What follows belongs to an exercise in optimizing a design on an open flow for small area, a short achievable clock period and few clock cycles per item; a production flow would make more cautious choices. Function was checked by simulation only, so behaviour that the tests miss may differ from the original.

==> flow/design.v, too long to show whole: its modules and the start of the top module <==
// module murmur: 39 lines
// module murmur_mul1: 491 lines
// module murmur_mul2: 566 lines
// module murmur_fa: 10 lines
// module murmur_multi: 37 lines
module murmur_multi#(
    parameter NUM_HASHER = 4
)(
    input logic clk,
    input logic resetn,
    output logic [NUM_HASHER-1:0] in_ready,
    input logic [NUM_HASHER-1:0] [63:0] in_data,
    input logic [NUM_HASHER-1:0] in_valid,
    input logic [NUM_HASHER-1:0] in_last_processed,
    input logic [NUM_HASHER-1:0] [63:0] in_serialnum,
    input logic [NUM_HASHER-1:0] out_ready,
    output logic [NUM_HASHER-1:0] [63:0] out_tuple,
    output logic [NUM_HASHER-1:0] [31:0] out_tag,
    output logic [NUM_HASHER-1:0] out_valid,
    output logic [NUM_HASHER-1:0] out_last_processed,
    output logic [NUM_HASHER-1:0] [63:0] out_serialnum
    );
  // ...
==> flow/flow/run.sh <==
#!/bin/bash
# The standard layout, with plain buf_1 cells as the port buffers (buffer_ports
# otherwise picks clkdlybuf4s50_1 delay cells). Every port is still buffered.
set -euo pipefail
export BUFFER_PORTS_ARGS="-buffer_cell sky130_fd_sc_hd__buf_1"
bash standard.sh > standard.log 2>&1
==> flow/standard.sh <==
#!/bin/bash
# synth_recipe.tcl (not shown) runs the flow's synth.tcl, then flattens the netlist and writes it again
# the make line also repeats each setting of config.mk as NAME=value (left out here)
make -C /OpenROAD-flow-scripts/flow DESIGN_CONFIG=/design/flow/config.mk WORK_HOME=/design/flow/orfs CLKGATE_MAP_FILE= SYNTH_SCRIPT=/design/flow/synth_recipe.tcl "${@:-finish}"
==> flow/config.mk <==
export PLATFORM = sky130hd
export DESIGN_NAME = murmur_multi
export DESIGN_NICKNAME = murmur_multi
export VERILOG_FILES = /design/flow/design.v
export SDC_FILE = /design/flow/constraint.sdc
export NUM_CORES = 4
export LEC_CHECK = 0
export CAP_MARGIN = 20
export CORE_MARGIN = 2
export CORE_UTILIZATION = 40
export SLEW_MARGIN = 20
export SYNTH_HIERARCHICAL = 1
export SYNTH_MINIMUM_KEEP_SIZE = 0
==> flow/constraint.sdc <==
create_clock -name core_clock -period 8.0 [get_ports {clk}]
set_input_delay 1.6000 -clock core_clock [delete_from_list [all_inputs] [get_ports {clk}]]
set_output_delay 1.6000 -clock core_clock [all_outputs]
set_load 0.01 [all_outputs]
==> results.py, run 1 <==
metrics = {
    "critical_path": {
        "slowest_stage": "edfxtp_1",
        "endpoint_kind": "output pin",
        "criticalPathCategory": "register to output pin",
    },
    "cells_and_area": {
        "fin_cells": 7789,
        "multi_input_area_share_pct": 55.1,
        "multiInputGateArea_um2": 40000,
        "fin_area_um2": 72600,
        "seq_cell_count": 648,
        "reg_top3": "lane.murmur_inst.data_q x256, lane.murmur_inst.out_serialnum x256, lane.murmur_inst.h2_q x128",
    },
    "synth": {
        "ys_ff_latch": 648,
        "syn_avg_cell_area_um2": 14.5,
    },
    "sta": {
        "rsz0062_at_grt": "true",
        "slew_viol_final": 0,
        "tightest_slew_ns": 0.939,
    },
    "drt": {
        "drc": 0,
        "drt_iter0_drc": 3123,
    },
    "clock_tree": {
        "cts_tree": "built",
        "cts.sinks": 648,
        "ctsResizeCount": 4,
        "cts-hold-fix-buffers": 0,
    },
    "floorplan": {
        "core_area_um2": 152000,
        "io_pins": 1178,
    },
    "run_status": {
        "outcome": "finished clean",
    },
    "min_path": {
        "hp-class": "register to register",
    },
    "global_route": {
        "use_met1_pct": 33.8,
    },
    "run": {
        "maxCapViolations": 0,
    },
}
Testbench counts, summed over its fixed seeds: cycles 12,008, items 48,000.
==> module murmur_mul1, before the edit <==
module murmur_mul1 (
    input logic [31:0] x,
    output logic [31:0] y
);
logic [31:0] nx;
assign nx = ~x;
logic p_w1;
logic p_w2;
logic p_w3;
logic p_w4;
logic p_w6;
logic p_w7;
logic p_w8;
logic p_w9;
logic p_w11;
logic p_w12;
logic p_w14;
logic p_w15;
logic p_w17;
logic p_w18;
logic p_w20;
logic p_w21;
logic p_w23;
logic p_w24;
logic p_w26;
logic p_w27;
logic p_w29;
logic p_w30;
logic p_w32;
logic p_w33;
logic p_w35;
logic p_w36;
logic p_w38;
logic p_w39;
logic p_w41;
logic p_w42;
logic p_w44;
logic p_w45;
logic p_w47;
logic p_w48;
logic p_w50;
logic p_w51;
logic p_w53;
logic p_w54;
logic p_w56;
logic p_w57;
logic p_w59;
logic p_w60;
logic p_w62;
logic p_w63;
logic p_w65;
logic p_w66;
logic p_w68;
logic p_w69;
logic p_w71;
logic p_w72;
logic p_w74;
logic p_w75;
logic p_w77;
logic p_w78;
logic p_w80;
logic p_w81;
logic p_w83;
logic p_w84;
logic p_w86;
logic p_w87;
logic p_w89;
logic p_w90;
logic p_w91;
logic p_w92;
logic p_w94;
logic p_w95;
logic p_w97;
logic p_w98;
logic p_w100;
logic p_w101;
logic p_w103;
logic p_w104;
logic p_w106;
logic p_w107;
logic p_w109;
logic p_w110;
logic p_w112;
logic p_w113;
logic p_w115;
logic p_w116;
logic p_w118;
logic p_w119;
logic p_w121;
logic p_w122;
logic p_w124;
logic p_w125;
logic p_w127;
logic p_w128;
logic p_w130;
logic p_w131;
logic p_w133;
logic p_w134;
logic p_w136;
logic p_w137;
logic p_w139;
logic p_w140;
logic p_w142;
logic p_w143;
logic p_w145;
logic p_w146;
logic p_w148;
logic p_w149;
logic p_w150;
logic p_w151;
logic p_w153;
logic p_w154;
logic p_w156;
logic p_w157;
logic p_w159;
logic p_w160;
logic p_w162;
logic p_w163;
logic p_w165;
logic p_w166;
logic p_w168;
logic p_w169;
logic p_w171;
logic p_w172;
logic p_w174;
logic p_w175;
logic p_w177;
logic p_w178;
logic p_w180;
logic p_w181;
logic p_w183;
logic p_w184;
logic p_w185;
logic p_w186;
logic p_w188;
logic p_w189;
logic p_w191;
logic p_w192;
logic p_w194;
logic p_w195;
logic p_w197;
logic p_w198;
logic p_w200;
logic p_w201;
logic p_w203;
logic p_w204;
logic p_w206;
logic p_w207;
logic p_w209;
logic p_w210;
logic p_w212;
logic p_w213;
logic p_w215;
logic p_w216;
logic p_w218;
logic p_w219;
logic p_w221;
logic p_w222;
logic p_w224;
logic p_w225;
logic p_w227;
logic p_w228;
logic p_w230;
logic p_w231;
logic p_w233;
logic p_w234;
logic p_w236;
logic p_w237;
logic p_w239;
logic p_w240;
logic p_w242;
logic p_w243;
logic p_w245;
logic p_w246;
logic p_w248;
logic p_w249;
logic p_w251;
logic p_w252;
logic p_w254;
logic p_w255;
logic p_w257;
logic p_w258;
logic p_w260;
logic p_w261;
logic p_w263;
logic p_w264;
logic p_w266;
logic p_w267;
logic p_w269;
logic p_w270;
logic p_w272;
logic p_w273;
logic p_w275;
logic p_w276;
logic p_w278;
logic p_w279;
logic p_w281;
logic p_w282;
logic p_w284;
logic p_w285;
logic p_w287;
logic p_w288;
logic p_w289;
logic p_w290;
logic p_w292;
logic p_w293;
logic p_w295;
logic p_w296;
logic p_w298;
logic p_w299;
logic p_w301;
logic p_w302;
logic p_w304;
logic p_w305;
logic p_w307;
logic p_w308;
logic p_w310;
logic p_w311;
logic p_w313;
logic p_w314;
logic p_w316;
logic p_w317;
logic p_w319;
logic p_w320;
logic p_w322;
logic p_w323;
logic p_w325;
logic p_w326;
logic p_w328;
logic p_w329;
logic p_w331;
logic p_w332;
logic p_w334;
logic p_w335;
logic p_w337;
logic p_w338;
logic p_w340;
logic p_w341;
logic p_w343;
logic p_w344;
logic p_w346;
logic p_w347;
logic p_w349;
logic p_w350;
logic p_w352;
logic p_w353;
logic p_w355;
logic p_w356;
logic p_w358;
logic p_w359;
logic p_w361;
logic p_w362;
logic p_w364;
logic p_w365;
logic p_w367;
logic p_w368;
logic p_w370;
logic p_w371;
logic p_w373;
logic p_w374;
logic p_w376;
logic p_w377;
logic p_w379;
logic p_w380;
logic p_w382;
logic p_w383;
logic p_w385;
logic p_w386;
logic p_w388;
logic p_w389;
logic p_w391;
logic p_w392;
logic p_w394;
logic p_w395;
logic p_w397;
logic p_w398;
logic p_w400;
logic p_w401;
logic p_w403;
logic p_w404;
logic p_w406;
logic p_w407;
logic p_w409;
logic p_w410;
logic p_w412;
logic p_w413;
logic p_w415;
logic p_w416;
logic p_w418;
logic p_w419;
logic p_w421;
logic p_w422;
logic p_w424;
logic p_w425;
logic p_w427;
logic p_w428;
logic p_w430;
logic p_w431;
logic p_w433;
logic p_w434;
logic p_w436;
logic p_w437;
logic p_w439;
logic p_w440;
logic p_w442;
logic p_w443;
logic p_w445;
logic p_w446;
logic p_w448;
logic p_w449;
logic p_w451;
logic p_w452;
logic p_w454;
logic p_w455;
logic p_w457;
logic p_w458;
logic p_w460;
logic p_w461;
logic p_w463;
logic p_w464;
logic p_w466;
logic p_w467;
logic p_w469;
logic p_w470;
assign p_w1 = ~(nx[2] ^ nx[0]);
assign p_w2 = nx[2] | nx[0];
murmur_fa p_fa5 (.a(nx[3]), .b(nx[1]), .c(p_w2), .s(p_w3), .co(p_w4));
assign p_w6 = ~(nx[4] ^ nx[2]);
assign p_w7 = nx[4] | nx[2];
murmur_fa p_fa10 (.a(nx[0]), .b(p_w6), .c(p_w4), .s(p_w8), .co(p_w9));
murmur_fa p_fa13 (.a(nx[5]), .b(nx[3]), .c(nx[1]), .s(p_w11), .co(p_w12));
murmur_fa p_fa16 (.a(p_w7), .b(p_w11), .c(p_w9), .s(p_w14), .co(p_w15));
murmur_fa p_fa19 (.a(nx[6]), .b(nx[4]), .c(nx[2]), .s(p_w17), .co(p_w18));
murmur_fa p_fa22 (.a(p_w12), .b(p_w17), .c(p_w15), .s(p_w20), .co(p_w21));
murmur_fa p_fa25 (.a(x[0]), .b(nx[7]), .c(nx[5]), .s(p_w23), .co(p_w24));
murmur_fa p_fa28 (.a(nx[3]), .b(p_w18), .c(p_w23), .s(p_w26), .co(p_w27));
murmur_fa p_fa31 (.a(x[1]), .b(nx[8]), .c(nx[6]), .s(p_w29), .co(p_w30));
murmur_fa p_fa34 (.a(nx[4]), .b(p_w24), .c(p_w29), .s(p_w32), .co(p_w33));
murmur_fa p_fa37 (.a(x[2]), .b(x[0]), .c(nx[9]), .s(p_w35), .co(p_w36));
murmur_fa p_fa40 (.a(nx[7]), .b(nx[5]), .c(p_w30), .s(p_w38), .co(p_w39));
murmur_fa p_fa43 (.a(p_w35), .b(p_w33), .c(p_w38), .s(p_w41), .co(p_w42));
murmur_fa p_fa46 (.a(x[3]), .b(x[1]), .c(nx[10]), .s(p_w44), .co(p_w45));
murmur_fa p_fa49 (.a(nx[8]), .b(nx[6]), .c(p_w36), .s(p_w47), .co(p_w48));
murmur_fa p_fa52 (.a(p_w44), .b(p_w39), .c(p_w47), .s(p_w50), .co(p_w51));
murmur_fa p_fa55 (.a(x[4]), .b(x[2]), .c(x[0]), .s(p_w53), .co(p_w54));
murmur_fa p_fa58 (.a(nx[11]), .b(nx[9]), .c(nx[7]), .s(p_w56), .co(p_w57));
murmur_fa p_fa61 (.a(p_w53), .b(p_w45), .c(p_w56), .s(p_w59), .co(p_w60));
murmur_fa p_fa64 (.a(p_w48), .b(p_w59), .c(p_w51), .s(p_w62), .co(p_w63));
murmur_fa p_fa67 (.a(x[5]), .b(x[3]), .c(x[1]), .s(p_w65), .co(p_w66));
murmur_fa p_fa70 (.a(nx[12]), .b(nx[10]), .c(nx[8]), .s(p_w68), .co(p_w69));
murmur_fa p_fa73 (.a(p_w54), .b(p_w65), .c(p_w57), .s(p_w71), .co(p_w72));
murmur_fa p_fa76 (.a(p_w68), .b(p_w60), .c(p_w71), .s(p_w74), .co(p_w75));
murmur_fa p_fa79 (.a(x[6]), .b(x[4]), .c(x[2]), .s(p_w77), .co(p_w78));
murmur_fa p_fa82 (.a(nx[13]), .b(nx[11]), .c(nx[9]), .s(p_w80), .co(p_w81));
murmur_fa p_fa85 (.a(p_w66), .b(p_w77), .c(p_w69), .s(p_w83), .co(p_w84));
murmur_fa p_fa88 (.a(p_w80), .b(p_w72), .c(p_w83), .s(p_w86), .co(p_w87));
assign p_w89 = ~(x[7] ^ x[5]);
assign p_w90 = x[7] | x[5];
murmur_fa p_fa93 (.a(x[3]), .b(nx[14]), .c(nx[12]), .s(p_w91), .co(p_w92));
murmur_fa p_fa96 (.a(nx[10]), .b(nx[0]), .c(p_w78), .s(p_w94), .co(p_w95));
murmur_fa p_fa99 (.a(p_w89), .b(p_w81), .c(p_w91), .s(p_w97), .co(p_w98));
murmur_fa p_fa102 (.a(p_w94), .b(p_w84), .c(p_w97), .s(p_w100), .co(p_w101));
murmur_fa p_fa105 (.a(x[8]), .b(x[6]), .c(x[4]), .s(p_w103), .co(p_w104));
murmur_fa p_fa108 (.a(nx[15]), .b(nx[13]), .c(nx[11]), .s(p_w106), .co(p_w107));
murmur_fa p_fa111 (.a(nx[1]), .b(p_w90), .c(p_w103), .s(p_w109), .co(p_w110));
murmur_fa p_fa114 (.a(p_w92), .b(p_w106), .c(p_w95), .s(p_w112), .co(p_w113));
murmur_fa p_fa117 (.a(p_w109), .b(p_w98), .c(p_w112), .s(p_w115), .co(p_w116));
murmur_fa p_fa120 (.a(x[9]), .b(x[7]), .c(x[5]), .s(p_w118), .co(p_w119));
murmur_fa p_fa123 (.a(nx[16]), .b(nx[14]), .c(nx[12]), .s(p_w121), .co(p_w122));
murmur_fa p_fa126 (.a(nx[2]), .b(p_w104), .c(p_w118), .s(p_w124), .co(p_w125));
murmur_fa p_fa129 (.a(p_w107), .b(p_w121), .c(p_w110), .s(p_w127), .co(p_w128));
murmur_fa p_fa132 (.a(p_w124), .b(p_w113), .c(p_w127), .s(p_w130), .co(p_w131));
murmur_fa p_fa135 (.a(x[10]), .b(x[8]), .c(x[6]), .s(p_w133), .co(p_w134));
murmur_fa p_fa138 (.a(nx[17]), .b(nx[15]), .c(nx[13]), .s(p_w136), .co(p_w137));
murmur_fa p_fa141 (.a(nx[3]), .b(p_w119), .c(p_w133), .s(p_w139), .co(p_w140));
murmur_fa p_fa144 (.a(p_w122), .b(p_w136), .c(p_w125), .s(p_w142), .co(p_w143));
murmur_fa p_fa147 (.a(p_w139), .b(p_w128), .c(p_w142), .s(p_w145), .co(p_w146));
assign p_w148 = ~(x[11] ^ x[9]);
assign p_w149 = x[11] | x[9];
murmur_fa p_fa152 (.a(x[7]), .b(nx[18]), .c(nx[16]), .s(p_w150), .co(p_w151));
murmur_fa p_fa155 (.a(nx[14]), .b(nx[4]), .c(nx[0]), .s(p_w153), .co(p_w154));
murmur_fa p_fa158 (.a(p_w134), .b(p_w148), .c(p_w137), .s(p_w156), .co(p_w157));
murmur_fa p_fa161 (.a(p_w150), .b(p_w153), .c(p_w140), .s(p_w159), .co(p_w160));
murmur_fa p_fa164 (.a(p_w156), .b(p_w143), .c(p_w159), .s(p_w162), .co(p_w163));
murmur_fa p_fa167 (.a(x[12]), .b(x[10]), .c(x[8]), .s(p_w165), .co(p_w166));
murmur_fa p_fa170 (.a(nx[19]), .b(nx[17]), .c(nx[15]), .s(p_w168), .co(p_w169));
murmur_fa p_fa173 (.a(nx[5]), .b(nx[1]), .c(p_w149), .s(p_w171), .co(p_w172));
murmur_fa p_fa176 (.a(p_w165), .b(p_w151), .c(p_w154), .s(p_w174), .co(p_w175));
murmur_fa p_fa179 (.a(p_w168), .b(p_w171), .c(p_w157), .s(p_w177), .co(p_w178));
murmur_fa p_fa182 (.a(p_w174), .b(p_w160), .c(p_w177), .s(p_w180), .co(p_w181));
assign p_w183 = ~(x[13] ^ x[11]);
assign p_w184 = x[13] | x[11];
murmur_fa p_fa187 (.a(x[9]), .b(nx[20]), .c(nx[18]), .s(p_w185), .co(p_w186));
murmur_fa p_fa190 (.a(nx[16]), .b(nx[6]), .c(nx[2]), .s(p_w188), .co(p_w189));
murmur_fa p_fa193 (.a(nx[0]), .b(p_w166), .c(p_w183), .s(p_w191), .co(p_w192));
murmur_fa p_fa196 (.a(p_w169), .b(p_w185), .c(p_w188), .s(p_w194), .co(p_w195));
murmur_fa p_fa199 (.a(p_w172), .b(p_w191), .c(p_w175), .s(p_w197), .co(p_w198));
murmur_fa p_fa202 (.a(p_w194), .b(p_w178), .c(p_w197), .s(p_w200), .co(p_w201));
murmur_fa p_fa205 (.a(x[14]), .b(x[12]), .c(x[10]), .s(p_w203), .co(p_w204));
murmur_fa p_fa208 (.a(nx[21]), .b(nx[19]), .c(nx[17]), .s(p_w206), .co(p_w207));
murmur_fa p_fa211 (.a(nx[7]), .b(nx[3]), .c(nx[1]), .s(p_w209), .co(p_w210));
murmur_fa p_fa214 (.a(p_w184), .b(p_w203), .c(p_w186), .s(p_w212), .co(p_w213));
murmur_fa p_fa217 (.a(p_w189), .b(p_w206), .c(p_w209), .s(p_w215), .co(p_w216));
murmur_fa p_fa220 (.a(p_w192), .b(p_w195), .c(p_w212), .s(p_w218), .co(p_w219));
murmur_fa p_fa223 (.a(p_w215), .b(p_w198), .c(p_w218), .s(p_w221), .co(p_w222));
murmur_fa p_fa226 (.a(x[15]), .b(x[13]), .c(x[11]), .s(p_w224), .co(p_w225));
murmur_fa p_fa229 (.a(nx[22]), .b(nx[20]), .c(nx[18]), .s(p_w227), .co(p_w228));
murmur_fa p_fa232 (.a(nx[8]), .b(nx[4]), .c(nx[2]), .s(p_w230), .co(p_w231));
murmur_fa p_fa235 (.a(p_w204), .b(p_w224), .c(p_w207), .s(p_w233), .co(p_w234));
murmur_fa p_fa238 (.a(p_w210), .b(p_w227), .c(p_w230), .s(p_w236), .co(p_w237));
murmur_fa p_fa241 (.a(p_w213), .b(p_w216), .c(p_w233), .s(p_w239), .co(p_w240));
murmur_fa p_fa244 (.a(p_w236), .b(p_w219), .c(p_w239), .s(p_w242), .co(p_w243));
murmur_fa p_fa247 (.a(x[16]), .b(x[14]), .c(x[12]), .s(p_w245), .co(p_w246));
murmur_fa p_fa250 (.a(nx[23]), .b(nx[21]), .c(nx[19]), .s(p_w248), .co(p_w249));
murmur_fa p_fa253 (.a(nx[9]), .b(nx[5]), .c(nx[3]), .s(p_w251), .co(p_w252));
murmur_fa p_fa256 (.a(p_w225), .b(p_w245), .c(p_w228), .s(p_w254), .co(p_w255));
murmur_fa p_fa259 (.a(p_w231), .b(p_w248), .c(p_w251), .s(p_w257), .co(p_w258));
murmur_fa p_fa262 (.a(p_w234), .b(p_w237), .c(p_w254), .s(p_w260), .co(p_w261));
murmur_fa p_fa265 (.a(p_w257), .b(p_w240), .c(p_w260), .s(p_w263), .co(p_w264));
murmur_fa p_fa268 (.a(x[17]), .b(x[15]), .c(x[13]), .s(p_w266), .co(p_w267));
murmur_fa p_fa271 (.a(nx[24]), .b(nx[22]), .c(nx[20]), .s(p_w269), .co(p_w270));
murmur_fa p_fa274 (.a(nx[10]), .b(nx[6]), .c(nx[4]), .s(p_w272), .co(p_w273));
murmur_fa p_fa277 (.a(p_w246), .b(p_w266), .c(p_w249), .s(p_w275), .co(p_w276));
murmur_fa p_fa280 (.a(p_w252), .b(p_w269), .c(p_w272), .s(p_w278), .co(p_w279));
murmur_fa p_fa283 (.a(p_w255), .b(p_w258), .c(p_w275), .s(p_w281), .co(p_w282));
murmur_fa p_fa286 (.a(p_w278), .b(p_w261), .c(p_w281), .s(p_w284), .co(p_w285));
assign p_w287 = ~(x[18] ^ x[16]);
assign p_w288 = x[18] | x[16];
murmur_fa p_fa291 (.a(x[14]), .b(nx[25]), .c(nx[23]), .s(p_w289), .co(p_w290));
murmur_fa p_fa294 (.a(nx[21]), .b(nx[11]), .c(nx[7]), .s(p_w292), .co(p_w293));
murmur_fa p_fa297 (.a(nx[5]), .b(nx[0]), .c(p_w267), .s(p_w295), .co(p_w296));
murmur_fa p_fa300 (.a(p_w287), .b(p_w270), .c(p_w273), .s(p_w298), .co(p_w299));
murmur_fa p_fa303 (.a(p_w289), .b(p_w292), .c(p_w295), .s(p_w301), .co(p_w302));
murmur_fa p_fa306 (.a(p_w276), .b(p_w279), .c(p_w298), .s(p_w304), .co(p_w305));
murmur_fa p_fa309 (.a(p_w301), .b(p_w282), .c(p_w304), .s(p_w307), .co(p_w308));
murmur_fa p_fa312 (.a(x[19]), .b(x[17]), .c(x[15]), .s(p_w310), .co(p_w311));
murmur_fa p_fa315 (.a(nx[26]), .b(nx[24]), .c(nx[22]), .s(p_w313), .co(p_w314));
murmur_fa p_fa318 (.a(nx[12]), .b(nx[8]), .c(nx[6]), .s(p_w316), .co(p_w317));
murmur_fa p_fa321 (.a(nx[1]), .b(p_w288), .c(p_w310), .s(p_w319), .co(p_w320));
murmur_fa p_fa324 (.a(p_w290), .b(p_w293), .c(p_w313), .s(p_w322), .co(p_w323));
murmur_fa p_fa327 (.a(p_w316), .b(p_w296), .c(p_w319), .s(p_w325), .co(p_w326));
murmur_fa p_fa330 (.a(p_w299), .b(p_w322), .c(p_w302), .s(p_w328), .co(p_w329));
murmur_fa p_fa333 (.a(p_w325), .b(p_w305), .c(p_w328), .s(p_w331), .co(p_w332));
murmur_fa p_fa336 (.a(x[20]), .b(x[18]), .c(x[16]), .s(p_w334), .co(p_w335));
murmur_fa p_fa339 (.a(x[0]), .b(nx[27]), .c(nx[25]), .s(p_w337), .co(p_w338));
murmur_fa p_fa342 (.a(nx[23]), .b(nx[13]), .c(nx[9]), .s(p_w340), .co(p_w341));
murmur_fa p_fa345 (.a(nx[7]), .b(nx[2]), .c(p_w311), .s(p_w343), .co(p_w344));
murmur_fa p_fa348 (.a(p_w334), .b(p_w314), .c(p_w317), .s(p_w346), .co(p_w347));
murmur_fa p_fa351 (.a(p_w337), .b(p_w340), .c(p_w320), .s(p_w349), .co(p_w350));
murmur_fa p_fa354 (.a(p_w343), .b(p_w323), .c(p_w346), .s(p_w352), .co(p_w353));
murmur_fa p_fa357 (.a(p_w326), .b(p_w349), .c(p_w352), .s(p_w355), .co(p_w356));
murmur_fa p_fa360 (.a(p_w329), .b(p_w355), .c(p_w332), .s(p_w358), .co(p_w359));
murmur_fa p_fa363 (.a(x[21]), .b(x[19]), .c(x[17]), .s(p_w361), .co(p_w362));
murmur_fa p_fa366 (.a(x[1]), .b(nx[28]), .c(nx[26]), .s(p_w364), .co(p_w365));
murmur_fa p_fa369 (.a(nx[24]), .b(nx[14]), .c(nx[10]), .s(p_w367), .co(p_w368));
murmur_fa p_fa372 (.a(nx[8]), .b(nx[3]), .c(p_w335), .s(p_w370), .co(p_w371));
murmur_fa p_fa375 (.a(p_w361), .b(p_w338), .c(p_w341), .s(p_w373), .co(p_w374));
murmur_fa p_fa378 (.a(p_w364), .b(p_w367), .c(p_w344), .s(p_w376), .co(p_w377));
murmur_fa p_fa381 (.a(p_w370), .b(p_w347), .c(p_w373), .s(p_w379), .co(p_w380));
murmur_fa p_fa384 (.a(p_w350), .b(p_w376), .c(p_w353), .s(p_w382), .co(p_w383));
murmur_fa p_fa387 (.a(p_w379), .b(p_w382), .c(p_w356), .s(p_w385), .co(p_w386));
murmur_fa p_fa390 (.a(x[22]), .b(x[20]), .c(x[18]), .s(p_w388), .co(p_w389));
murmur_fa p_fa393 (.a(x[2]), .b(nx[29]), .c(nx[27]), .s(p_w391), .co(p_w392));
murmur_fa p_fa396 (.a(nx[25]), .b(nx[15]), .c(nx[11]), .s(p_w394), .co(p_w395));
murmur_fa p_fa399 (.a(nx[9]), .b(nx[4]), .c(p_w362), .s(p_w397), .co(p_w398));
murmur_fa p_fa402 (.a(p_w388), .b(p_w365), .c(p_w368), .s(p_w400), .co(p_w401));
murmur_fa p_fa405 (.a(p_w391), .b(p_w394), .c(p_w371), .s(p_w403), .co(p_w404));
murmur_fa p_fa408 (.a(p_w397), .b(p_w374), .c(p_w400), .s(p_w406), .co(p_w407));
murmur_fa p_fa411 (.a(p_w377), .b(p_w403), .c(p_w380), .s(p_w409), .co(p_w410));
murmur_fa p_fa414 (.a(p_w406), .b(p_w383), .c(p_w409), .s(p_w412), .co(p_w413));
murmur_fa p_fa417 (.a(x[23]), .b(x[21]), .c(x[19]), .s(p_w415), .co(p_w416));
murmur_fa p_fa420 (.a(x[3]), .b(nx[30]), .c(nx[28]), .s(p_w418), .co(p_w419));
murmur_fa p_fa423 (.a(nx[26]), .b(nx[16]), .c(nx[12]), .s(p_w421), .co(p_w422));
murmur_fa p_fa426 (.a(nx[10]), .b(nx[5]), .c(p_w389), .s(p_w424), .co(p_w425));
murmur_fa p_fa429 (.a(p_w415), .b(p_w392), .c(p_w395), .s(p_w427), .co(p_w428));
murmur_fa p_fa432 (.a(p_w418), .b(p_w421), .c(p_w398), .s(p_w430), .co(p_w431));
murmur_fa p_fa435 (.a(p_w424), .b(p_w401), .c(p_w427), .s(p_w433), .co(p_w434));
murmur_fa p_fa438 (.a(p_w404), .b(p_w430), .c(p_w407), .s(p_w436), .co(p_w437));
murmur_fa p_fa441 (.a(p_w433), .b(p_w410), .c(p_w436), .s(p_w439), .co(p_w440));
murmur_fa p_fa444 (.a(x[24]), .b(x[22]), .c(x[20]), .s(p_w442), .co(p_w443));
murmur_fa p_fa447 (.a(x[4]), .b(x[0]), .c(nx[31]), .s(p_w445), .co(p_w446));
murmur_fa p_fa450 (.a(nx[29]), .b(nx[27]), .c(nx[17]), .s(p_w448), .co(p_w449));
murmur_fa p_fa453 (.a(nx[13]), .b(nx[11]), .c(nx[6]), .s(p_w451), .co(p_w452));
murmur_fa p_fa456 (.a(p_w416), .b(p_w442), .c(p_w419), .s(p_w454), .co(p_w455));
murmur_fa p_fa459 (.a(p_w422), .b(p_w445), .c(p_w448), .s(p_w457), .co(p_w458));
murmur_fa p_fa462 (.a(p_w451), .b(p_w425), .c(p_w428), .s(p_w460), .co(p_w461));
murmur_fa p_fa465 (.a(p_w454), .b(p_w431), .c(p_w457), .s(p_w463), .co(p_w464));
murmur_fa p_fa468 (.a(p_w434), .b(p_w460), .c(p_w463), .s(p_w466), .co(p_w467));
murmur_fa p_fa471 (.a(p_w437), .b(p_w466), .c(p_w440), .s(p_w469), .co(p_w470));
assign y = {p_w469, p_w413, p_w386, p_w385, p_w358, p_w308, p_w285, p_w264, p_w243, p_w222, p_w201, p_w181, p_w163, p_w146, p_w131, p_w116, p_w101, p_w87, p_w75, p_w74, p_w62, p_w42, p_w41, p_w27, p_w26, p_w20, p_w14, p_w8, p_w3, p_w1, nx[1], 1'b1} + {1'b0, p_w439, p_w412, p_w359, 1'b0, p_w331, p_w307, p_w284, p_w263, p_w242, p_w221, p_w200, p_w180, p_w162, p_w145, p_w130, p_w115, p_w100, p_w86, p_w63, 1'b0, p_w50, 1'b0, p_w32, p_w21, 1'b0, 1'b0, 1'b0, 1'b0, 1'b0, 1'b0, nx[0]};
endmodule
==> inputs of run 2 (changes only) <==
--- a/flow/design.v
+++ b/flow/design.v
@@ -362,4 +362,182 @@
 logic p_w469;
 logic p_w470;
+logic p_w472;
+logic p_w473;
+logic p_w474;
+logic p_w475;
+logic p_w476;
+logic p_w477;
+logic p_w478;
+logic p_w479;
+logic p_w480;
+logic p_w481;
+logic p_w482;
+logic p_w483;
+logic p_w484;
+logic p_w485;
+logic p_w486;
+logic p_w487;
+logic p_w488;
+logic p_w489;
+logic p_w490;
+logic p_w491;
+logic p_w492;
+logic p_w493;
+logic p_w494;
+logic p_w495;
+logic p_w496;
+logic p_w497;
+logic p_w498;
+logic p_w499;
+logic p_w500;
+logic p_w501;
+logic p_w502;
+logic p_w503;
+logic p_w504;
+logic p_w505;
+logic p_w506;
+logic p_w507;
+logic p_w508;
+logic p_w509;
+logic p_w510;
+logic p_w511;
+logic p_w512;
+logic p_w513;
+logic p_w514;
+logic p_w515;
+logic p_w516;
+logic p_w517;
+logic p_w518;
+logic p_w519;
+logic p_w520;
+logic p_w521;
+logic p_w522;
+logic p_w523;
+logic p_w524;
+logic p_w525;
+logic p_w526;
+logic p_w527;
+logic p_w528;
+logic p_w529;
+logic p_w530;
+logic p_w531;
+logic p_w532;
+logic p_w533;
+logic p_w534;
+logic p_w535;
+logic p_w536;
+logic p_w537;
+logic p_w538;
+logic p_w539;
+logic p_w540;
+logic p_w541;
+logic p_w542;
+logic p_w543;
+logic p_w544;
+logic p_w545;
+logic p_w546;
+logic p_w547;
+logic p_w548;
+logic p_w549;
+logic p_w550;
+logic p_w551;
+logic p_w552;
+logic p_w553;
+logic p_w554;
+logic p_w555;
+logic p_w556;
+logic p_w557;
+logic p_w558;
+logic p_w559;
+logic p_w560;
+logic p_w561;
+logic p_w562;
+logic p_w563;
+logic p_w564;
+logic p_w565;
+logic p_w566;
+logic p_w567;
+logic p_w568;
+logic p_w569;
+logic p_w570;
+logic p_w571;
+logic p_w572;
+logic p_w573;
+logic p_w574;
+logic p_w575;
+logic p_w576;
+logic p_w577;
+logic p_w578;
+logic p_w579;
+logic p_w580;
+logic p_w581;
+logic p_w582;
+logic p_w583;
+logic p_w584;
+logic p_w585;
+logic p_w586;
+logic p_w587;
+logic p_w588;
+logic p_w589;
+logic p_w590;
+logic p_w591;
+logic p_w592;
+logic p_w593;
+logic p_w594;
+logic p_w595;
+logic p_w596;
+logic p_w597;
+logic p_w598;
+logic p_w599;
+logic p_w600;
+logic p_w601;
+logic p_w602;
+logic p_w603;
+logic p_w604;
+logic p_w605;
+logic p_w606;
+logic p_w607;
+logic p_w608;
+logic p_w609;
+logic p_w610;
+logic p_w611;
+logic p_w612;
+logic p_w613;
+logic p_w614;
+logic p_w615;
+logic p_w616;
+logic p_w617;
+logic p_w618;
+logic p_w619;
+logic p_w620;
+logic p_w621;
+logic p_w622;
+logic p_w623;
+logic p_w624;
+logic p_w625;
+logic p_w626;
+logic p_w627;
+logic p_w628;
+logic p_w629;
+logic p_w630;
+logic p_w631;
+logic p_w632;
+logic p_w633;
+logic p_w634;
+logic p_w635;
+logic p_w636;
+logic p_w637;
+logic p_w638;
+logic p_w639;
+logic p_w640;
+logic p_w641;
+logic p_w642;
+logic p_w643;
+logic p_w644;
+logic p_w645;
+logic p_w646;
+logic p_w647;
+logic p_w648;
+logic p_w649;
 assign p_w1 = ~(nx[2] ^ nx[0]);
 assign p_w2 = nx[2] | nx[0];
@@ -527,5 +705,183 @@
 murmur_fa p_fa468 (.a(p_w434), .b(p_w460), .c(p_w463), .s(p_w466), .co(p_w467));
 murmur_fa p_fa471 (.a(p_w437), .b(p_w466), .c(p_w440), .s(p_w469), .co(p_w470));
-assign y = {p_w469, p_w413, p_w386, p_w385, p_w358, p_w308, p_w285, p_w264, p_w243, p_w222, p_w201, p_w181, p_w163, p_w146, p_w131, p_w116, p_w101, p_w87, p_w75, p_w74, p_w62, p_w42, p_w41, p_w27, p_w26, p_w20, p_w14, p_w8, p_w3, p_w1, nx[1], 1'b1} + {1'b0, p_w439, p_w412, p_w359, 1'b0, p_w331, p_w307, p_w284, p_w263, p_w242, p_w221, p_w200, p_w180, p_w162, p_w145, p_w130, p_w115, p_w100, p_w86, p_w63, 1'b0, p_w50, 1'b0, p_w32, p_w21, 1'b0, 1'b0, 1'b0, 1'b0, 1'b0, 1'b0, nx[0]};
+assign p_w472 = 1'b1 & nx[0];
+assign p_w473 = 1'b1 ^ nx[0];
+assign p_w474 = nx[1] & 1'b0;
+assign p_w475 = nx[1] ^ 1'b0;
+assign p_w476 = p_w1 & 1'b0;
+assign p_w477 = p_w1 ^ 1'b0;
+assign p_w478 = p_w3 & 1'b0;
+assign p_w479 = p_w3 ^ 1'b0;
+assign p_w480 = p_w8 & 1'b0;
+assign p_w481 = p_w8 ^ 1'b0;
+assign p_w482 = p_w14 & 1'b0;
+assign p_w483 = p_w14 ^ 1'b0;
+assign p_w484 = p_w20 & 1'b0;
+assign p_w485 = p_w20 ^ 1'b0;
+assign p_w486 = p_w26 & p_w21;
+assign p_w487 = p_w26 ^ p_w21;
+assign p_w488 = p_w27 & p_w32;
+assign p_w489 = p_w27 ^ p_w32;
+assign p_w490 = p_w41 & 1'b0;
+assign p_w491 = p_w41 ^ 1'b0;
+assign p_w492 = p_w42 & p_w50;
+assign p_w493 = p_w42 ^ p_w50;
+assign p_w494 = p_w62 & 1'b0;
+assign p_w495 = p_w62 ^ 1'b0;
+assign p_w496 = p_w74 & p_w63;
+assign p_w497 = p_w74 ^ p_w63;
+assign p_w498 = p_w75 & p_w86;
+assign p_w499 = p_w75 ^ p_w86;
+assign p_w500 = p_w87 & p_w100;
+assign p_w501 = p_w87 ^ p_w100;
+assign p_w502 = p_w101 & p_w115;
+assign p_w503 = p_w101 ^ p_w115;
+assign p_w504 = p_w116 & p_w130;
+assign p_w505 = p_w116 ^ p_w130;
+assign p_w506 = p_w131 & p_w145;
+assign p_w507 = p_w131 ^ p_w145;
+assign p_w508 = p_w146 & p_w162;
+assign p_w509 = p_w146 ^ p_w162;
+assign p_w510 = p_w163 & p_w180;
+assign p_w511 = p_w163 ^ p_w180;
+assign p_w512 = p_w181 & p_w200;
+assign p_w513 = p_w181 ^ p_w200;
+assign p_w514 = p_w201 & p_w221;
+assign p_w515 = p_w201 ^ p_w221;
+assign p_w516 = p_w222 & p_w242;
+assign p_w517 = p_w222 ^ p_w242;
+assign p_w518 = p_w243 & p_w263;
+assign p_w519 = p_w243 ^ p_w263;
+assign p_w520 = p_w264 & p_w284;
+assign p_w521 = p_w264 ^ p_w284;
+assign p_w522 = p_w285 & p_w307;
+assign p_w523 = p_w285 ^ p_w307;
+assign p_w524 = p_w308 & p_w331;
+assign p_w525 = p_w308 ^ p_w331;
+assign p_w526 = p_w358 & 1'b0;
+assign p_w527 = p_w358 ^ 1'b0;
+assign p_w528 = p_w385 & p_w359;
+assign p_w529 = p_w385 ^ p_w359;
+assign p_w530 = p_w386 & p_w412;
+assign p_w531 = p_w386 ^ p_w412;
+assign p_w532 = p_w413 & p_w439;
+assign p_w533 = p_w413 ^ p_w439;
+assign p_w534 = p_w469 & 1'b0;
+assign p_w535 = p_w469 ^ 1'b0;
+assign p_w536 = p_w474 | (p_w475 & p_w472);
+assign p_w537 = p_w475 & p_w473;
+assign p_w538 = p_w478 | (p_w479 & p_w476);
+assign p_w539 = p_w479 & p_w477;
+assign p_w540 = p_w482 | (p_w483 & p_w480);
+assign p_w541 = p_w483 & p_w481;
+assign p_w542 = p_w486 | (p_w487 & p_w484);
+assign p_w543 = p_w487 & p_w485;
+assign p_w544 = p_w490 | (p_w491 & p_w488);
+assign p_w545 = p_w491 & p_w489;
+assign p_w546 = p_w494 | (p_w495 & p_w492);
+assign p_w547 = p_w495 & p_w493;
+assign p_w548 = p_w498 | (p_w499 & p_w496);
+assign p_w549 = p_w499 & p_w497;
+assign p_w550 = p_w502 | (p_w503 & p_w500);
+assign p_w551 = p_w503 & p_w501;
+assign p_w552 = p_w506 | (p_w507 & p_w504);
+assign p_w553 = p_w507 & p_w505;
+assign p_w554 = p_w510 | (p_w511 & p_w508);
+assign p_w555 = p_w511 & p_w509;
+assign p_w556 = p_w514 | (p_w515 & p_w512);
+assign p_w557 = p_w515 & p_w513;
+assign p_w558 = p_w518 | (p_w519 & p_w516);
+assign p_w559 = p_w519 & p_w517;
+assign p_w560 = p_w522 | (p_w523 & p_w520);
+assign p_w561 = p_w523 & p_w521;
+assign p_w562 = p_w526 | (p_w527 & p_w524);
+assign p_w563 = p_w527 & p_w525;
+assign p_w564 = p_w530 | (p_w531 & p_w528);
+assign p_w565 = p_w531 & p_w529;
+assign p_w566 = p_w534 | (p_w535 & p_w532);
+assign p_w567 = p_w535 & p_w533;
+assign p_w568 = p_w538 | (p_w539 & p_w536);
+assign p_w569 = p_w539 & p_w537;
+assign p_w570 = p_w542 | (p_w543 & p_w540);
+assign p_w571 = p_w543 & p_w541;
+assign p_w572 = p_w546 | (p_w547 & p_w544);
+assign p_w573 = p_w547 & p_w545;
+assign p_w574 = p_w550 | (p_w551 & p_w548);
+assign p_w575 = p_w551 & p_w549;
+assign p_w576 = p_w554 | (p_w555 & p_w552);
+assign p_w577 = p_w555 & p_w553;
+assign p_w578 = p_w558 | (p_w559 & p_w556);
+assign p_w579 = p_w559 & p_w557;
+assign p_w580 = p_w562 | (p_w563 & p_w560);
+assign p_w581 = p_w563 & p_w561;
+assign p_w582 = p_w566 | (p_w567 & p_w564);
+assign p_w583 = p_w567 & p_w565;
+assign p_w584 = p_w570 | (p_w571 & p_w568);
+assign p_w585 = p_w571 & p_w569;
+assign p_w586 = p_w574 | (p_w575 & p_w572);
+assign p_w587 = p_w575 & p_w573;
+assign p_w588 = p_w578 | (p_w579 & p_w576);
+assign p_w589 = p_w579 & p_w577;
+assign p_w590 = p_w582 | (p_w583 & p_w580);
+assign p_w591 = p_w583 & p_w581;
+assign p_w592 = p_w586 | (p_w587 & p_w584);
+assign p_w593 = p_w587 & p_w585;
+assign p_w594 = p_w590 | (p_w591 & p_w588);
+assign p_w595 = p_w591 & p_w589;
+assign p_w596 = p_w594 | (p_w595 & p_w592);
+assign p_w597 = p_w595 & p_w593;
+assign p_w598 = p_w588 | (p_w589 & p_w592);
+assign p_w599 = p_w589 & p_w593;
+assign p_w600 = p_w572 | (p_w573 & p_w584);
+assign p_w601 = p_w573 & p_w585;
+assign p_w602 = p_w576 | (p_w577 & p_w592);
+assign p_w603 = p_w577 & p_w593;
+assign p_w604 = p_w580 | (p_w581 & p_w598);
+assign p_w605 = p_w581 & p_w599;
+assign p_w606 = p_w540 | (p_w541 & p_w568);
+assign p_w607 = p_w541 & p_w569;
+assign p_w608 = p_w544 | (p_w545 & p_w584);
+assign p_w609 = p_w545 & p_w585;
+assign p_w610 = p_w548 | (p_w549 & p_w600);
+assign p_w611 = p_w549 & p_w601;
+assign p_w612 = p_w552 | (p_w553 & p_w592);
+assign p_w613 = p_w553 & p_w593;
+assign p_w614 = p_w556 | (p_w557 & p_w602);
+assign p_w615 = p_w557 & p_w603;
+assign p_w616 = p_w560 | (p_w561 & p_w598);
+assign p_w617 = p_w561 & p_w599;
+assign p_w618 = p_w564 | (p_w565 & p_w604);
+assign p_w619 = p_w565 & p_w605;
+assign p_w620 = p_w476 | (p_w477 & p_w536);
+assign p_w621 = p_w477 & p_w537;
+assign p_w622 = p_w480 | (p_w481 & p_w568);
+assign p_w623 = p_w481 & p_w569;
+assign p_w624 = p_w484 | (p_w485 & p_w606);
+assign p_w625 = p_w485 & p_w607;
+assign p_w626 = p_w488 | (p_w489 & p_w584);
+assign p_w627 = p_w489 & p_w585;
+assign p_w628 = p_w492 | (p_w493 & p_w608);
+assign p_w629 = p_w493 & p_w609;
+assign p_w630 = p_w496 | (p_w497 & p_w600);
+assign p_w631 = p_w497 & p_w601;
+assign p_w632 = p_w500 | (p_w501 & p_w610);
+assign p_w633 = p_w501 & p_w611;
+assign p_w634 = p_w504 | (p_w505 & p_w592);
+assign p_w635 = p_w505 & p_w593;
+assign p_w636 = p_w508 | (p_w509 & p_w612);
+assign p_w637 = p_w509 & p_w613;
+assign p_w638 = p_w512 | (p_w513 & p_w602);
+assign p_w639 = p_w513 & p_w603;
+assign p_w640 = p_w516 | (p_w517 & p_w614);
+assign p_w641 = p_w517 & p_w615;
+assign p_w642 = p_w520 | (p_w521 & p_w598);
+assign p_w643 = p_w521 & p_w599;
+assign p_w644 = p_w524 | (p_w525 & p_w616);
+assign p_w645 = p_w525 & p_w617;
+assign p_w646 = p_w528 | (p_w529 & p_w604);
+assign p_w647 = p_w529 & p_w605;
+assign p_w648 = p_w532 | (p_w533 & p_w618);
+assign p_w649 = p_w533 & p_w619;
+assign y = {(p_w535 ^ p_w648), (p_w533 ^ p_w618), (p_w531 ^ p_w646), (p_w529 ^ p_w604), (p_w527 ^ p_w644), (p_w525 ^ p_w616), (p_w523 ^ p_w642), (p_w521 ^ p_w598), (p_w519 ^ p_w640), (p_w517 ^ p_w614), (p_w515 ^ p_w638), (p_w513 ^ p_w602), (p_w511 ^ p_w636), (p_w509 ^ p_w612), (p_w507 ^ p_w634), (p_w505 ^ p_w592), (p_w503 ^ p_w632), (p_w501 ^ p_w610), (p_w499 ^ p_w630), (p_w497 ^ p_w600), (p_w495 ^ p_w628), (p_w493 ^ p_w608), (p_w491 ^ p_w626), (p_w489 ^ p_w584), (p_w487 ^ p_w624), (p_w485 ^ p_w606), (p_w483 ^ p_w622), (p_w481 ^ p_w568), (p_w479 ^ p_w620), (p_w477 ^ p_w536), (p_w475 ^ p_w472), p_w473};
 endmodule
 module murmur_mul2 (
--- a/flow/config.mk
+++ b/flow/config.mk
@@ -8,5 +8,8 @@
 export CAP_MARGIN = 20
 export CORE_MARGIN = 2
-export CORE_UTILIZATION = 40
+export CORE_UTILIZATION = 65
+export CTS_BUF_LIST = sky130_fd_sc_hd__clkbuf_8
+export CTS_CLUSTER_SIZE = 30
+export SETUP_SLACK_MARGIN = 0.8
 export SLEW_MARGIN = 20
 export SYNTH_HIERARCHICAL = 1
==> run 2 against run 1 <==
Synthesized cell count down 7.5%. Area after synthesis down 2.2%. The flow now stops in 3_2_place_iop.
==> results.py, run 2 <==
metrics = {
    "run_status": {
        "outcome": "stopped before the end",
        "lastStage": "3_2_place_iop",
        "first-error": "[ERROR PPL-0024] Number of IO pins (1178) exceeds maximum number of available positions (1110). Increase the die perimeter from 1230.86um to 1602.08um.",
    },
    "floorplan": {
        "rows": 111,
        "die_x_um": 308,
        "start_util_pct": 65.5,
        "dieHeight_um": 308,
    },
    "synth": {
        "netlist.area_leader.share_pct": 45.4,
        "syn_avg_cell_area_um2": 15.3,
        "syn_nets": 6074,
        "synthTopCellsByArea": "fa_1 45%, edfxtp_1 32%, ha_1 5.5%",
        "synth_xor_area_share_pct": 5.38,
        "ys_seq_area_share_pct": 32.4,
        "netlist_area_um2": 60000,
        "async_reset_ff_share_pct": 0,
        "synth_largest_area_cell": "fa_1",
        "ys_ff_latch": 648,
        "synth-edff-count": 644,
        "synth.most_common_cell": "fa_1",
        "synthSimpleGateAreaFrac_pct": 3.54,
        "synth-compound-area-share_pct": 4.51,
        "synthTopCellsByCount": "1360 x fa_1, 644 x edfxtp_1, 448 x inv_1",
        "synthMuxAreaShare_pct": 0.142,
        "synth_top_family_by_area": "adder cells",
        "synthFlopType": "edfxtp_1",
        "synth-adder-area-share_pct": 50.9,
        "yosys_warnings": 7,
        "synth_cell_type_count": 56,
        "syn_inst": 3924,
    },
}
==> run 2: cell types whose count changed after synthesis, moves of 28 or more <==
cell,delta
a21oi_1,-76
xnor2_1,-60
fa_1,+48
nand2_1,-44
inv_1,+32
nand3_1,-28
nor3_1,-28
==> run 2: cells by family after synthesis <==
family | after synthesis
adders and majority gates | 1624
DFF | 648
buffers and inverters | 484
and+or+nand+nor | 404
AOI/OAI and AO/OA | 388
xor gates and xnor gates | 368
muxes | 8
==> run 2: modules after synthesis, one instance, submodules excluded, a selection <==
module,flops+latches,cells inside,area (µm²)
murmur_mul1,0,170,1310
murmur,162,216,5330
murmur_fa,0,1,20.0
murmur_mul2,0,268,1810
Testbench counts of run 2, summed over its fixed seeds: cycles 12,008, items 48,000.
==> inputs of run 3 (changes only) <==
--- a/flow/config.mk
+++ b/flow/config.mk
@@ -8,5 +8,5 @@
 export CAP_MARGIN = 20
 export CORE_MARGIN = 2
-export CORE_UTILIZATION = 65
+export CORE_UTILIZATION = 55
 export CTS_BUF_LIST = sky130_fd_sc_hd__clkbuf_8
 export CTS_CLUSTER_SIZE = 30
==> run 3 against run 2 <==
The run now finishes clean. Synthesized cell count unchanged. Area after synthesis unchanged.
==> results.py, run 3 <==
metrics = {
    "run_status": {
        "outcome": "finished clean",
    },
    "critical_path": {
        "worstPathRequired_ns": 6.40,
        "crit_family": "adder cells",
        "criticalPathCategory": "register to output pin",
        "max_stage_delay_ns": 0.59,
        "path_cells": "clkinvlp_4 > buf_6 > fa_1 > fa_1 > fa_2 > fa_1 > fa_1 > ha_4 > a21o_1 > a21oi_4 > mux2_4 > a311oi_4 > xor2_1 > buf_4 > buf_6",
        "critPathArrivalTime_ns": 5.74,
        "endpoint_kind": "output pin",
        "reg2reg_slack_ns": 7.38,
        "critPathMaxFanout": 3,
        "critPathBufInv": 4,
        "slowest_stage": "fa_1",
        "cp_common_cell": "fa_1",
        "worstSetupStartpointType": "register",
    },
    "min_path": {
        "hp-class": "register to register",
    },
    "drt": {
        "routed-via-count": 42300,
        "postRouteAntennaNets": 0,
        "drt-met1-wl_mm": 87.4,
        "drc": 0,
        "wl_met3_mm": 55.1,
        "dr.pass1.iters": 6,
        "wl_met2_mm": 98.9,
        "drt_iter0_drc": 4734,
        "highest_layer": "met5",
        "drt_wl_total_mm": 253,
        "wl_per_cell_um": 35.3,
        "viasPerCell": 5.89,
    },
    "synth": {
        "ys_ff_latch": 648,
        "syn_nets": 6074,
        "synthFlopType": "edfxtp_1",
        "ys_seq_area_share_pct": 32.4,
        "syn_avg_cell_area_um2": 15.3,
        "synthTopCellsByCount": "1360 x fa_1, 644 x edfxtp_1, 448 x inv_1",
        "netlist.area_leader.share_pct": 45.4,
        "synth_cell_type_count": 56,
        "synth-edff-count": 644,
        "syn_inst": 3924,
        "netlist_area_um2": 60000,
        "synth.most_common_cell": "fa_1",
        "async_reset_ff_share_pct": 0,
        "synth_largest_area_cell": "fa_1",
        "yosys_warnings": 7,
        "synthTopCellsByArea": "fa_1 45%, edfxtp_1 32%, ha_1 5.5%",
    },
    "sta": {
        "period_minus_slack_ns": 7.34,
        "fin_crit_sh_pct": 91.8,
        "finalHoldViolations": 0,
        "setup-violations-final": 0,
        "clock_skew_ns": 0,
        "tightest_slew_ns": 1.16,
        "rsz0062_at_grt": "true",
        "slew_viol_final": 0,
        "hold_slack_ns": 0.527,
        "fin_ws_ns": 0.658,
        "fmax_mhz": 136,
        "maxSlewHeadroom_pct": 21.8,
        "setup_tns_ns": 0,
    },
    "place": {
        "place_ws_ns": 0.615,
        "io_buffers": 1177,
        "dp_hpwl_mm": 214,
        "gp_congestion": 1.25,
    },
    "run": {
        "maxCapViolations": 0,
    },
    "clock_tree": {
        "numCtsBuffers": 109,
        "cts_buffer_depth": 3,
        "cts.sinks": 648,
        "cts-hold-fix-buffers": 0,
        "cts_tree": "built",
        "clk-insertion-delay-late_ns": 0.78,
        "htree_levels": 3,
        "ctsRootBufferMaster": "clkbuf_8",
        "clkTransAtPathRegs_ns": 0.06,
    },
    "floorplan": {
        "core_area_um2": 109000,
        "dieHeight_um": 334,
        "rows": 121,
        "start_util_pct": 55.2,
        "io_pins": 1178,
        "dieArea_um2": 112000,
        "die_x_um": 334,
    },
    "global_route": {
        "grt.overflow.total": 0,
        "antenna_found_initial": 46,
        "grtUsageTotal_pct": 45.4,
        "grt_pass1_vias": 43800,
        "grt_pass1_wl_mm": 340,
        "grt_max_degree": 163,
    },
    "cells_and_area": {
        "nFillCells": 7629,
        "most-common-layout-cells": "1240 x fa_1, 1128 x buf_1, 644 x edfxtp_1",
        "reg_top3": "lane.murmur_inst.data_q x256, lane.murmur_inst.out_serialnum x256, lane.murmur_inst.h2_q x128",
        "layout-drive-gt1-share_pct": 18.9,
        "final_core_util_pct": 68.3,
        "area_delta_synth_final_pct": 23.6,
        "final_nets": 7777,
        "mostFrequentLayoutCell": "fa_1",
    },
}
-- run 3: cell counts after synthesis --
Identical to the previous run, type by type.
-- run 3: cells by family (layout without fill, tap and decap cells) --
kind of cell               Yosys count  count (layout)  synth area share [%]
xor gates and xnor gates           368             368                  5.38
other                                0              41                     0
AOI/OAI and AO/OA                  388             388                  4.51
DFF                                648             648                  32.4
buffers and inverters              484            2275                  3.13
and+or+nand+nor                    404             404                  3.54
muxes                                8               8                 0.142
adders and majority gates         1624            1624                  50.9
-- run 3: area by class of cell --
class	instances	area (µm²)	area share, %
inverters	448	1890	2.56
multi-input cells	2792	40500	54.7
clock inverters	89	674	0.910
diodes	41	103	0.138
flip-flops and latches	648	19400	26.2
clock buffers	110	1510	2.04
well taps	1414	1770	2.39
repair buffers	1628	8240	11.1
-- run 3: worst min-delay path, cell delays in order (launching register included) --
cell and delay [ns]:
dfxtp_1 0.32, mux2i_1 0.07, nor2b_1 0.10
-- run 3: path summary, 6_finish.rpt --
check	startpoint	end	cells after the start
worst max-delay path	lane[1].murmur_inst.h2_q[15]$_DFFE_PP_	out_tag[46]	15
worst min-delay path	lane[2].murmur_inst.out_valid$_SDFFE_PN0P_	lane[2].murmur_inst.out_valid$_SDFFE_PN0P_	2
worst max register to register	lane[3].murmur_inst.out_valid$_SDFFE_PN0P_	lane[3].murmur_inst.out_valid$_SDFFE_PN0P_	2
worst min register to register	lane[2].murmur_inst.out_valid$_SDFFE_PN0P_	lane[2].murmur_inst.out_valid$_SDFFE_PN0P_	2
-- run 3: per-module statistics from Yosys (local to each module, per instance), excerpt --
module       times used  flip-flops and latches
murmur                4                     162
murmur_fa          1308                       0
murmur_mul2           4                       0
murmur_mul1           4                       0
-- run 3: through the flow --
step           cell area (µm²)  std cells
2_1_floorplan            60000       3924
3_3_place_gp             66700       6570
3_5_place_dp             66700       6570
4_1_cts                  72600       7045
5_1_grt                  74100       7160
6_report                 74100       7170
-- run 3: repair_timing --
item	4_1_cts	5_1_grt
gates resized for setup	364	214
buffers inserted	276	84
setup endpoints to repair	101	79
pin swaps	89	129
hold endpoints to repair	0	0
-- run 3: layer usage --
layer | track usage [%] | vias up
met2 | 58.7 | 3397
met3 | 37.2 | 566
met4 | 15.1 | 20
li1 | - | 16500
met5 | 7.77 | -
met1 | 55.6 | 21800
==> inputs of run 4 (changes only) <==
--- a/flow/config.mk
+++ b/flow/config.mk
@@ -9,6 +9,4 @@
 export CORE_MARGIN = 2
 export CORE_UTILIZATION = 55
-export CTS_BUF_LIST = sky130_fd_sc_hd__clkbuf_8
-export CTS_CLUSTER_SIZE = 30
 export SETUP_SLACK_MARGIN = 0.8
 export SLEW_MARGIN = 20
==> run 4 against run 3 <==
Still clean. Wire length down 0.99%. Utilization down 0.54 points. Register-to-register slack about the same. Critical path type unchanged. Highest routed layer unchanged.
==> results.py, run 4 <==
metrics = {
    "run_status": {
        "outcome": "finished clean",
    },
    "floorplan": {
        "dieArea_um2": 112000,
        "dieHeight_um": 334,
        "rows": 121,
        "die_x_um": 334,
        "io_pins": 1178,
        "start_util_pct": 55.2,
        "core_area_um2": 109000,
    },
    "critical_path": {
        "endpoint_kind": "output pin",
        "critPathMaxFanout": 6,
        "cp_common_cell": "fa_1",
        "path_cells": "buf_6 > fa_2 > fa_1 > fa_2 > fa_1 > fa_1 > ha_4 > a21o_1 > a21o_1 > a41o_1 > nor3b_2 > buf_4 > o21ai_2 > o211ai_1 > xnor2_2 > buf_6 > xor2_1 > buf_2",
        "worstSetupStartpointType": "register",
        "critPathBufInv": 4,
        "worstPathRequired_ns": 6.40,
        "criticalPathCategory": "register to output pin",
        "slowest_stage": "fa_2",
        "critPathArrivalTime_ns": 5.76,
        "crit_family": "adder cells",
        "max_stage_delay_ns": 0.60,
    },
    "synth": {
        "netlist.area_leader.share_pct": 45.4,
        "synth-adder-area-share_pct": 50.9,
        "synthMuxAreaShare_pct": 0.142,
        "syn_avg_cell_area_um2": 15.3,
        "syn_nets": 6074,
        "synth_largest_area_cell": "fa_1",
        "yosys_warnings": 7,
        "synth_top_family_by_area": "adder cells",
        "synth.most_common_cell": "fa_1",
        "synth-compound-area-share_pct": 4.51,
        "netlist_area_um2": 60000,
        "synth_xor_area_share_pct": 5.38,
        "synthFlopType": "edfxtp_1",
        "synthTopCellsByArea": "fa_1 45%, edfxtp_1 32%, ha_1 5.5%",
        "synth-edff-count": 644,
        "async_reset_ff_share_pct": 0,
        "ys_seq_area_share_pct": 32.4,
        "syn_inst": 3924,
        "ys_ff_latch": 648,
        "synthTopCellsByCount": "1360 x fa_1, 644 x edfxtp_1, 448 x inv_1",
        "synth_cell_type_count": 56,
        "synthSimpleGateAreaFrac_pct": 3.54,
    },
    "clock_tree": {
        "cts_tree": "built",
        "ctsRootBufferMaster": "clkbuf_16",
        "htree_levels": 3,
        "clk-insertion-delay-late_ns": 0.65,
        "cts_buffer_depth": 3,
        "cts.sinks": 648,
        "clkTransAtPathRegs_ns": 0.06,
        "numCtsBuffers": 72,
    },
    "global_route": {
        "use_met1_pct": 55.9,
        "grt_max_degree": 163,
        "grt_pass1_wl_mm": 338,
        "grt_pass1_vias": 43200,
        "antenna_found_initial": 53,
        "use_met2_pct": 58.2,
        "grt_use_met3_pct": 36.4,
        "busiest_layer": "met2",
        "grt.overflow.total": 0,
        "grtUsageTotal_pct": 45.1,
    },
    "sta": {
        "finalHoldViolations": 0,
        "fmax_mhz": 136,
        "period_minus_slack_ns": 7.36,
        "tightest_slew_ns": 1.11,
        "maxSlewHeadroom_pct": 26.0,
        "fin_crit_sh_pct": 92.0,
        "setup_tns_ns": 0,
        "rsz0062_at_grt": "true",
        "setup-violations-final": 0,
        "slew_viol_final": 0,
        "clock_skew_ns": 0,
    },
    "cells_and_area": {
        "area_delta_synth_final_pct": 22.7,
        "mostFrequentLayoutCell": "fa_1",
        "most-common-layout-cells": "1280 x fa_1, 1139 x buf_1, 644 x edfxtp_1",
        "reg_top3": "lane.murmur_inst.data_q x256, lane.murmur_inst.out_serialnum x256, lane.murmur_inst.h2_q x128",
        "layout-drive-gt1-share_pct": 16.4,
        "final_nets": 7711,
        "fin_cells": 7064,
    },
    "place": {
        "dp_hpwl_mm": 214,
        "placed_cells": 6570,
        "gp_congestion": 1.25,
        "io_buffers": 1177,
    },
    "drt": {
        "drt_wl_total_mm": 251,
        "drt_iter0_drc": 4831,
        "routed-via-count": 41800,
        "viasPerCell": 5.92,
        "wl_per_cell_um": 35.5,
        "drc": 0,
        "postRouteAntennaNets": 0,
        "dr.pass1.iters": 5,
    },
    "run": {
        "maxCapViolations": 0,
    },
    "min_path": {
        "hp-class": "register to register",
    },
}
## run 4: cell counts after synthesis
No cell type changed its count.
## run 4: kinds of logic after synthesis
kind of cell,count (synthesis)
buffers and inverters,484
XOR/XNOR,368
AND/OR/NAND/NOR,404
adder cells (fa/ha/maj),1624
flip-flops,648
AO/OA/AOI/OAI,388
multiplexers,8
## run 4: worst paths after layout
kind	depth (start not counted)	to	slack (ns)	start
setup reg to reg	2	lane[3].murmur_inst.out_valid$_SDFFE_PN0P_	7.38	lane[3].murmur_inst.out_valid$_SDFFE_PN0P_
hold / removal	2	lane[2].murmur_inst.out_valid$_SDFFE_PN0P_	0.52	lane[2].murmur_inst.out_valid$_SDFFE_PN0P_
setup / recovery	18	out_tag[47]	0.64	lane[1].murmur_inst.h2_q[15]$_DFFE_PP_
hold reg to reg	2	lane[2].murmur_inst.out_valid$_SDFFE_PN0P_	0.52	lane[2].murmur_inst.out_valid$_SDFFE_PN0P_
## run 4: layer usage
metal	part of all wire, %	routed length [µm]
met2	39	98400
met5	0.35	870
met1	35	87800
met3	21	53700
met4	3.9	9720
## run 4: worst reg2reg max path, stage by stage, from the launching register on
cell	delay, ns
dfxtp_1	0.35
mux2i_1	0.08
nor2b_1	0.13
## run 4: timing repair
item	in CTS	in global routing
buffers inserted	246	85
cloned	0	0
gates resized for setup	238	202
hold buffers	0	0
setup endpoints to repair	90	70
pin swaps	39	105
## run 4: area by class of cell
cell class / instances / area [µm²]
Inverter: 448 / 1890
Clock inverter: 51 / 485
Sequential cell: 648 / 19400
Clock buffer: 80 / 1850
Timing Repair Buffer: 1599 / 7930
Multi-Input combinational cell: 2792 / 40100
Tap cell: 1414 / 1770
Antenna cell: 32 / 80.1
Fill cell: 7670 / 35000
## run 4: metrics by stage
step | area, µm² | util, % | hold WS [ns] | worst slack [ns]
floorplan | 60000 | - | 0.538 | 1.39
global placement | 66700 | 61.4 | 0.497 | 0.652
detailed placement | 66700 | 61.4 | 0.511 | 0.615
CTS | 72000 | 66.3 | 0.527 | 0.597
global route | 73500 | 67.7 | 0.551 | 0.567
finish | 73600 | 67.8 | 0.523 | 0.642
## run 4: per-module statistics from Yosys (local to each module, per instance), excerpt
module	times used	area, µm²	flip-flops and latches
murmur	4	5330	162
murmur_fa	1308	20.0	0
murmur_mul1	4	1310	0
murmur_mul2	4	1810	0
==> inputs of run 5 (changes only) <==
--- a/flow/config.mk
+++ b/flow/config.mk
@@ -9,6 +9,7 @@
 export CORE_MARGIN = 2
 export CORE_UTILIZATION = 55
-export SETUP_SLACK_MARGIN = 0.8
+export SETUP_SLACK_MARGIN = 0.6
 export SLEW_MARGIN = 20
 export SYNTH_HIERARCHICAL = 1
 export SYNTH_MINIMUM_KEEP_SIZE = 0
+export TNS_END_PERCENT = 10
==> run 5 against run 4 <==
Largest cell class unchanged. Critical path type unchanged. Sequential share of layout area increased by 0.61 points. Die area unchanged. Synthesized cell count did not move. Register-to-register slack barely moved. Design area down 2.3%. Area after synthesis did not move. Worst hold slack gained 0.0026 ns.
==> results.py, run 5 <==
metrics = {
    "run_status": {
        "outcome": "finished clean",
    },
    "floorplan": {
        "core_area_um2": 109000,
        "start_util_pct": 55.2,
        "dieArea_um2": 112000,
        "rows": 121,
    },
    "critical_path": {
        "worstSetupStartpointType": "register",
        "cp_common_cell": "fa_1",
        "reg2reg_slack_ns": 7.38,
        "criticalPathCategory": "register to output pin",
        "critPathArrivalTime_ns": 5.86,
        "r2r_cells": 2,
        "worstPathRequired_ns": 6.40,
    },
    "synth": {
        "syn_avg_cell_area_um2": 15.3,
        "synthTopCellsByArea": "fa_1 45%, edfxtp_1 32%, ha_1 5.5%",
        "synthTopCellsByCount": "1360 x fa_1, 644 x edfxtp_1, 448 x inv_1",
        "synth-edff-count": 644,
    },
    "clock_tree": {
        "cts_buffer_depth": 3,
        "cts.sinks": 648,
        "clk-insertion-delay-late_ns": 0.65,
        "ctsRootBufferMaster": "clkbuf_16",
        "cts-hold-fix-buffers": 0,
    },
    "drt": {
        "dr.pass1.iters": 5,
        "postRouteAntennaNets": 0,
        "drc": 0,
        "wl_per_cell_um": 35.4,
    },
    "global_route": {
        "grt.overflow.total": 0,
        "grt_max_degree": 163,
        "grt_pass1_wl_mm": 335,
    },
    "cells_and_area": {
        "mostFrequentLayoutCell": "fa_1",
        "fin_area_um2": 71900,
        "final_nets": 7632,
    },
    "sta": {
        "fmax_mhz": 134,
        "clock_skew_ns": 0,
        "tightest_slew_ns": 1.10,
        "fin_ws_ns": 0.538,
        "hold_slack_ns": 0.526,
    },
    "min_path": {
        "min-delay-start": "lane[2].murmur_inst.out_valid$_SDFFE_PN0P_",
        "min_to": "lane[2].murmur_inst.out_valid$_SDFFE_PN0P_",
        "hp-class": "register to register",
        "hold_path_depth": 2,
    },
    "place": {
        "postPlaceCellArea_um2": 66700,
        "dp_hpwl_mm": 214,
        "gp_congestion": 1.25,
        "io_buffers": 1177,
    },
}
-- run 5: cell counts after synthesis --
No cell type changed its count.
-- run 5: how the worst max path moves through the flow --
stage	start	endpoint	slack (ns)	depth (start not counted)
2_1_floorplan	lane[3].murmur_inst.h2_q[8]$_DFFE_PP_	out_tag[110]	1.39	13
3_3_place_gp	lane[2].murmur_inst.h2_q[5]$_DFFE_PP_	out_tag[78]	0.65	14
3_5_place_dp	lane[1].murmur_inst.h2_q[2]$_DFFE_PP_	out_tag[46]	0.61	15
4_1_cts	lane[1].murmur_inst.h2_q[13]$_DFFE_PP_	out_tag[46]	0.54	15
5_1_grt	lane[3].murmur_inst.h2_q[5]$_DFFE_PP_	out_tag[110]	0.50	16
6_report	lane[1].murmur_inst.h2_q[13]$_DFFE_PP_	out_tag[41]	0.54	15
-- run 5: layout make-up --
type	instances	area, µm²	share of cell area, %
Sequential cell	648	19400	27.0
Timing Repair Buffer	1520	7150	9.94
Clock inverter	51	485	0.675
Tap cell	1414	1770	2.46
Inverter	448	1890	2.63
Antenna cell	41	103	0.143
Clock buffer	80	1850	2.58
Multi-Input combinational cell	2792	39200	54.6
-- run 5: worst reg2reg max path, stage by stage (launching register included) --
cell and delay, ns:
dfxtp_1 0.35, mux2i_1 0.08, nor2b_1 0.13
-- run 5: cell families (layout without fill, tap and decap cells) --
| family | Yosys count | after routing | synth area share (%) |
|---|---|---|---|
| compound gates | 388 | 388 | 4.51 |
| xor+xnor | 368 | 368 | 5.38 |
| fa+ha+maj | 1624 | 1624 | 50.9 |
| buf+inv | 484 | 2099 | 3.13 |
| flops | 648 | 648 | 32.4 |
| mux | 8 | 8 | 0.142 |
| other cells | 0 | 41 | 0 |
| simple gates | 404 | 404 | 3.54 |
-- run 5: per-layer routing --
layer,part of all wire [%],global-route usage [%],vias to the layer above,routed length [µm]
met5,0.41,7.82,-,1010
met4,3.8,13.7,34,9390
met3,21,36.0,508,52800
met2,39,57.5,3059,96000
met1,36,55.9,21500,88200
li1,-,-,16100,-
-- run 5: timing repair --
item,4_1_cts,5_1_grt
buffers inserted,192,60
endpoints found under the hold margin,0,0
gates resized for setup,101,99
cloned,0,0
pin swaps,6,20
setup endpoints to repair,64,54
-- run 5: stage by stage --
step	cells
floorplan	3924
global placement	6570
detailed placement	6570
CTS	6893
global route	6982
finish	6994
-- run 5: Yosys stat by module (local to each module, per instance), a selection --
module | flip-flops and latches | area [µm²] | cells
murmur_mul1 | 0 | 1310 | 170
murmur | 162 | 5330 | 216
murmur_fa | 0 | 20.0 | 1
murmur_mul2 | 0 | 1810 | 268

[what the ideal ports hide]
How much do the figures lean on ideal ports? The routed layouts below were timed once more, with nothing changed but the port constraints.
Step 1 (the two cells are an assumption about what drives the block):
set clk [get_ports {clk}]
set_driving_cell -lib_cell sky130_fd_sc_hd__clkbuf_16 $clk
set_driving_cell -lib_cell sky130_fd_sc_hd__buf_2 [delete_from_list [all_inputs] $clk]
Step 2 also shifts input and output timing later by t, the mid clock arrival at the registers, as if the neighbouring blocks saw the same clock.
Three values: no drivers, after step 1, after step 2; two values: the first two.
run | t, ns | setup slack, ns | slew at the worst register clock pin (ns)
run 1 | 0.767 | 0.228 / 0.143 / 0.910 | 0.07 / 0.07
run 3 | 0.875 | 0.658 / 0.574 / 0.664 | 0.08 / 0.08
run 4 | 0.734 | 0.642 / 0.557 / 0.671 | 0.07 / 0.07
run 5 | 0.736 | 0.538 / 0.452 / 0.690 | 0.07 / 0.07
After both steps setup and hold are still met in every run listed.
